What follows belongs to an exercise in optimizing a design on an open flow for small area and a short achievable clock period; a production flow would make more cautious choices. RTL that was checked went through simulation tests only; none was proved equivalent to the original. Power figures rest on the tool's default switching activity, not on a simulated workload.

the reference run:
## fpadd_pipelined
module fpadd_pipelined (input clk,
                        input reset,
                        input [31:0] reg_A,
                        input [31:0] reg_B,
                        output [31:0] out);
  localparam FINE = 3;
  localparam DSEL = 0;
  localparam [7:0] EXP_ADJ = 8'd1;
  wire [7:0] ea = reg_A[30:23];
  wire [7:0] eb = reg_B[30:23];
  wire [7:0] dab, dba;
  wire cab, cba;
  fp_add8 sub_ab(.a(ea), .b(~eb), .cin(1'b1), .s(dab), .cout(cab));
  fp_add8 sub_ba(.a(eb), .b(~ea), .cin(1'b1), .s(dba), .cout(cba));
  wire a_ge_b, exp_ge;
  fp_cmp31 cmp_ab(.a(reg_A[30:0]), .b(reg_B[30:0]), .ge(a_ge_b), .ge_hi(exp_ge));
  wire [7:0] d = exp_ge ? dab : dba;
  wire [4:0] s = d[4:0];
  wire big = |d[7:5];
  wire [7:0] d_hi = exp_le ? dba : dab;
  wire exp_le = cba;
  wire [22:0] fmn = a_ge_b ? reg_B[22:0] : reg_A[22:0];
  wire [23:0] m0 = {1'b1, fmn} >> {s[4:FINE], {FINE{1'b0}}};
  reg        s0_sign, s0_sub, s0_valid;
  reg [7:0]  s0_exp;
  reg [22:0] s0_fmx;
  reg [23:0] s0_m;
  reg [FINE-1:0] s0_shift;
  reg        s0_big;
  reg [FINE-1:0] s0_shift_hi;
  reg        s0_big_hi;
  always @(posedge clk or posedge reset)
    if (reset) s0_valid <= 1'b0;
    else       s0_valid <= 1'b1;
  always @(posedge clk) begin
    s0_sign  <= a_ge_b ? reg_A[31] : reg_B[31];
    s0_sub   <= reg_A[31] ^ reg_B[31];
    s0_exp   <= a_ge_b ? ea : eb;
    s0_fmx   <= a_ge_b ? reg_A[22:0] : reg_B[22:0];
    s0_m     <= m0;
    s0_shift <= s[FINE-1:0];
    s0_big   <= big;
    s0_shift_hi <= d_hi[FINE-1:0];
    s0_big_hi <= |d_hi[7:5];
  end
  wire [23:0] m_lo = s0_m >> s0_shift;
  wire [23:0] m_hi = s0_m >> s0_shift_hi;
  wire [23:0] m_sh = {m_hi[23:12], m_lo[11:0]};
  wire [23:0] m = m_sh & {{12{~s0_big_hi}}, {12{~s0_big}}};
  wire [24:0] t;
  wire t_cout;
  fp_add25 add_t(.a({2'b01, s0_fmx}), .b({s0_sub, m ^ {24{s0_sub}}}), .cin(s0_sub),
                 .s(t), .cout(t_cout));
  reg        s1_sign, s1_valid, s1_ezero;
  reg [7:0]  s1_exp1;
  reg [24:0] s1_t;
  always @(posedge clk or posedge reset)
    if (reset) s1_valid <= 1'b0;
    else       s1_valid <= s0_valid;
  always @(posedge clk) begin
    s1_sign  <= s0_sign;
    s1_exp1  <= s0_exp + EXP_ADJ;
    s1_ezero <= ~|s0_exp;
    s1_t     <= t;
  end
  wire [23:0] coarse;
  wire        fine;
  ...
Size in the first run: ~1400 cells after synthesis, about 98 I/O pins, about 9200 µm² of cells after synthesis.
==> module fp_normalizer, before the edit <==
module fp_normalizer (
  input  [24:0] mantissa_temp,
  input  [7:0]  exp1,
  input         flush,
  output [23:0] coarse_mantissa,
  output        fine_shift,
  output [7:0]  normalized_exp
);
  reg [4:0] zero_count;
  integer i;
  always @(*) begin
    zero_count = 5'd0;
    for (i = 0; i < 25; i = i + 1)
      if (mantissa_temp[i]) zero_count = 5'd24 - i;
  end
  wire [24:0] shifted = mantissa_temp << {zero_count[4:3] | {2{flush}}, zero_count[2:1], 1'b0};
  assign coarse_mantissa = shifted[23:0];
  assign fine_shift = zero_count[0];
  assign normalized_exp = exp1 - {3'b0, zero_count};
endmodule
==> module fpadd_pipelined, before the edit <==
module fpadd_pipelined (input clk,
                        input reset,
                        input [31:0] reg_A,
                        input [31:0] reg_B,
                        output [31:0] out);
  localparam FINE = 3;
  localparam DSEL = 0;
  localparam [7:0] EXP_ADJ = 8'd1;
  wire [7:0] ea = reg_A[30:23];
  wire [7:0] eb = reg_B[30:23];
  wire [7:0] dab, dba;
  wire cab, cba;
  fp_add8 sub_ab(.a(ea), .b(~eb), .cin(1'b1), .s(dab), .cout(cab));
  fp_add8 sub_ba(.a(eb), .b(~ea), .cin(1'b1), .s(dba), .cout(cba));
  wire a_ge_b, exp_ge;
  fp_cmp31 cmp_ab(.a(reg_A[30:0]), .b(reg_B[30:0]), .ge(a_ge_b), .ge_hi(exp_ge));
  wire [7:0] d = exp_ge ? dab : dba;
  wire [4:0] s = d[4:0];
  wire big = |d[7:5];
  wire [7:0] d_hi = exp_le ? dba : dab;
  wire exp_le = cba;
  wire [22:0] fmn = a_ge_b ? reg_B[22:0] : reg_A[22:0];
  wire [23:0] m0 = {1'b1, fmn} >> {s[4:FINE], {FINE{1'b0}}};
  reg        s0_sign, s0_sub, s0_valid;
  reg [7:0]  s0_exp;
  reg [22:0] s0_fmx;
  reg [23:0] s0_m;
  reg [FINE-1:0] s0_shift;
  reg        s0_big;
  reg [FINE-1:0] s0_shift_hi;
  reg        s0_big_hi;
  always @(posedge clk or posedge reset)
    if (reset) s0_valid <= 1'b0;
    else       s0_valid <= 1'b1;
  always @(posedge clk) begin
    s0_sign  <= a_ge_b ? reg_A[31] : reg_B[31];
    s0_sub   <= reg_A[31] ^ reg_B[31];
    s0_exp   <= a_ge_b ? ea : eb;
    s0_fmx   <= a_ge_b ? reg_A[22:0] : reg_B[22:0];
    s0_m     <= m0;
    s0_shift <= s[FINE-1:0];
    s0_big   <= big;
    s0_shift_hi <= d_hi[FINE-1:0];
    s0_big_hi <= |d_hi[7:5];
  end
  wire [23:0] m_lo = s0_m >> s0_shift;
  wire [23:0] m_hi = s0_m >> s0_shift_hi;
  wire [23:0] m_sh = {m_hi[23:12], m_lo[11:0]};
  wire [23:0] m = m_sh & {{12{~s0_big_hi}}, {12{~s0_big}}};
  wire [24:0] t;
  wire t_cout;
  fp_add25 add_t(.a({2'b01, s0_fmx}), .b({s0_sub, m ^ {24{s0_sub}}}), .cin(s0_sub),
                 .s(t), .cout(t_cout));
  reg        s1_sign, s1_valid, s1_ezero;
  reg [7:0]  s1_exp1;
  reg [24:0] s1_t;
  always @(posedge clk or posedge reset)
    if (reset) s1_valid <= 1'b0;
    else       s1_valid <= s0_valid;
  always @(posedge clk) begin
    s1_sign  <= s0_sign;
    s1_exp1  <= s0_exp + EXP_ADJ;
    s1_ezero <= ~|s0_exp;
    s1_t     <= t;
  end
  wire [23:0] coarse;
  wire        fine;
  wire [7:0]  nexp;
  fp_normalizer fp_normalizer(.mantissa_temp(s1_t),
                              .exp1(s1_exp1),
                              .coarse_mantissa(coarse),
                              .fine_shift(fine),
                              .flush(~s1_valid),
                              .normalized_exp(nexp));
  wire low_zero = ~|s1_t[23:0];
  wire res_zero = low_zero & (~s1_t[24] | (~s1_sign & s1_ezero));
  wire se_zero  = ~s1_valid | res_zero;
  wire [22:0] frac = fine ? coarse[22:0] : coarse[23:1];
  reg [31:0] out_r;
  always @(posedge clk or posedge reset)
    if (reset) out_r <= 32'b0;
    else begin
      out_r[31:23] <= se_zero ? 9'b0 : {s1_sign, nexp};
      out_r[22:0]  <= frac;
    end
  assign out = out_r;
endmodule
export LEC_CHECK = 0
export ABC_AREA = 1
export CAP_MARGIN = 20
export CORE_MARGIN = 2
export CORE_UTILIZATION = 40
export SETUP_SLACK_MARGIN = 3.0
export SLEW_MARGIN = 20
export TNS_END_PERCENT = 10
create_clock -name core_clock -period 6.5 [get_ports {clk}]
standard.sh (not shown) runs the stock make flow with config.mk's settings and CLKGATE_MAP_FILE= SYNTH_SCRIPT=/design/flow/synth_recipe.tcl, a recipe that flattens the netlist after the stock synthesis.
==> flow/flow/run.sh <==
#!/bin/bash
# Standard layout (standard.sh) with the smallest buffer on the ports and
# no CTS dummy loads.
bash standard.sh \
  "BUFFER_PORTS_ARGS=-buffer_cell sky130_fd_sc_hd__buf_1" \
  "CTS_ARGS=-sink_clustering_enable -repair_clock_nets -dont_use_dummy_load -buf_list {sky130_fd_sc_hd__clkbuf_4 sky130_fd_sc_hd__clkbuf_8}" \
  finish > standard.log 2>&1
Changes in the trial run relative to the reference run:
--- a/flow/design.v
+++ b/flow/design.v
@@ -1,8 +1,7 @@
 module fp_normalizer (
   input  [24:0] mantissa_temp,
   input  [7:0]  exp1,
-  input         flush,
   output [23:0] coarse_mantissa,
   output        fine_shift,
   output [7:0]  normalized_exp
 );
@@ -12,9 +11,9 @@
     zero_count = 5'd0;
     for (i = 0; i < 25; i = i + 1)
       if (mantissa_temp[i]) zero_count = 5'd24 - i;
   end
-  wire [24:0] shifted = mantissa_temp << {zero_count[4:3] | {2{flush}}, zero_count[2:1], 1'b0};
+  wire [24:0] shifted = mantissa_temp << {zero_count[4:1], 1'b0};
   assign coarse_mantissa = shifted[23:0];
   assign fine_shift = zero_count[0];
   assign normalized_exp = exp1 - {3'b0, zero_count};
 endmodule
@@ -438,19 +437,26 @@
   fp_normalizer fp_normalizer(.mantissa_temp(s1_t),
                               .exp1(s1_exp1),
                               .coarse_mantissa(coarse),
                               .fine_shift(fine),
-                              .flush(~s1_valid),
                               .normalized_exp(nexp));
   wire low_zero = ~|s1_t[23:0];
   wire res_zero = low_zero & (~s1_t[24] | (~s1_sign & s1_ezero));
   wire se_zero  = ~s1_valid | res_zero;
-  wire [22:0] frac = fine ? coarse[22:0] : coarse[23:1];
-  reg [31:0] out_r;
+  reg        r2_sign, r2_fine;
+  reg [7:0]  r2_exp;
+  reg [23:0] r2_man;
   always @(posedge clk or posedge reset)
-    if (reset) out_r <= 32'b0;
-    else begin
-      out_r[31:23] <= se_zero ? 9'b0 : {s1_sign, nexp};
-      out_r[22:0]  <= frac;
+    if (reset) begin
+      r2_sign <= 1'b0;
+      r2_exp  <= 8'b0;
+      r2_man  <= 24'b0;
+      r2_fine <= 1'b0;
+    end else begin
+      r2_sign <= se_zero ? 1'b0 : s1_sign;
+      r2_exp  <= se_zero ? 8'b0 : nexp;
+      r2_man  <= s1_valid ? coarse : 24'b0;
+      r2_fine <= fine;
     end
-  assign out = out_r;
+  wire [22:0] frac = r2_fine ? r2_man[22:0] : r2_man[23:1];
+  assign out = {r2_sign, r2_exp, frac};
 endmodule
Notes after the runs:
The trial run: no failed stages, no open violations at the end. Re remaining routing DRC violations: no difference whatsoever between the reference run and the trial run. Side by side, post-layout worst setup margin turned out higher in the trial run than in the reference run. Areal power density over the cells shrinks by a few percent when moving from the reference run to the trial run. From the reference run to the trial run the numbers moved as follows: area fraction in and, or, nand and nor cells after synthesis went down by 4.2 points, total met2 wirelength after detailed routing now larger, area of the die went down 0.52%, synthesized area now sits lower, number of cells in the design after placement comparable. The trial run ended with more register bit total from synthesis than the reference run. Comparing the reference run and the trial run, the lower cell area was measured on the trial run. After detailed routing, the reference run needs less wire than the trial run. For total of plain and repair buffers excluding clock buffers, dividing the value from the trial run by the value from the reference run gives 0.932. Taking the reference run as the reference, in the trial run proportion of layout cells with a drive suffix above 1 lost 2.8 points, minimum clock period after layout lost 0.071 ns. The trial run ended up with s1_t[1] as its launching element of the worst setup path; the reference run ended up with reg_B[23].
For the reference run, only the layout was checked, not whether the RTL still works.

==> afterwards: timing with drivers on the ports <==
The flow's constraints put no driver on any port. The routed layouts listed below were extracted and timed again, unchanged, in two steps.
Step 1 (the two cells are an assumption about what drives the block):
set clk [get_ports {clk}]
set_driving_cell -lib_cell sky130_fd_sc_hd__clkbuf_16 $clk
set_driving_cell -lib_cell sky130_fd_sc_hd__buf_2 [delete_from_list [all_inputs] $clk]
Step 2 times the ports against the registers' clock, not the clock port: input delays grow and output delays shrink by t, the midpoint of the rising clock arrivals with the driver on.
a / b / c = ideal / step 1 / step 2; a / b = the first two.
run | t (ns) | slack for setup (ns) | hold WS [ns] | worst setup path after step 2 | clock arrival spread, ns
the reference run | 0.478 | 3.106 / 3.121 / 2.643 | 0.316 / 0.316 / 0.316 | input to register | 0.033 / 0.034
the trial run | 0.468 | 3.177 / 3.177 / 2.768 | 0.347 / 0.347 / 0.347 | input to register | 0.030 / 0.031
After both steps setup and hold are still met in every run listed. The setup slack of the reference run, which loses most, moves by +0.015 ns with the drivers and by -0.463 ns with both steps.
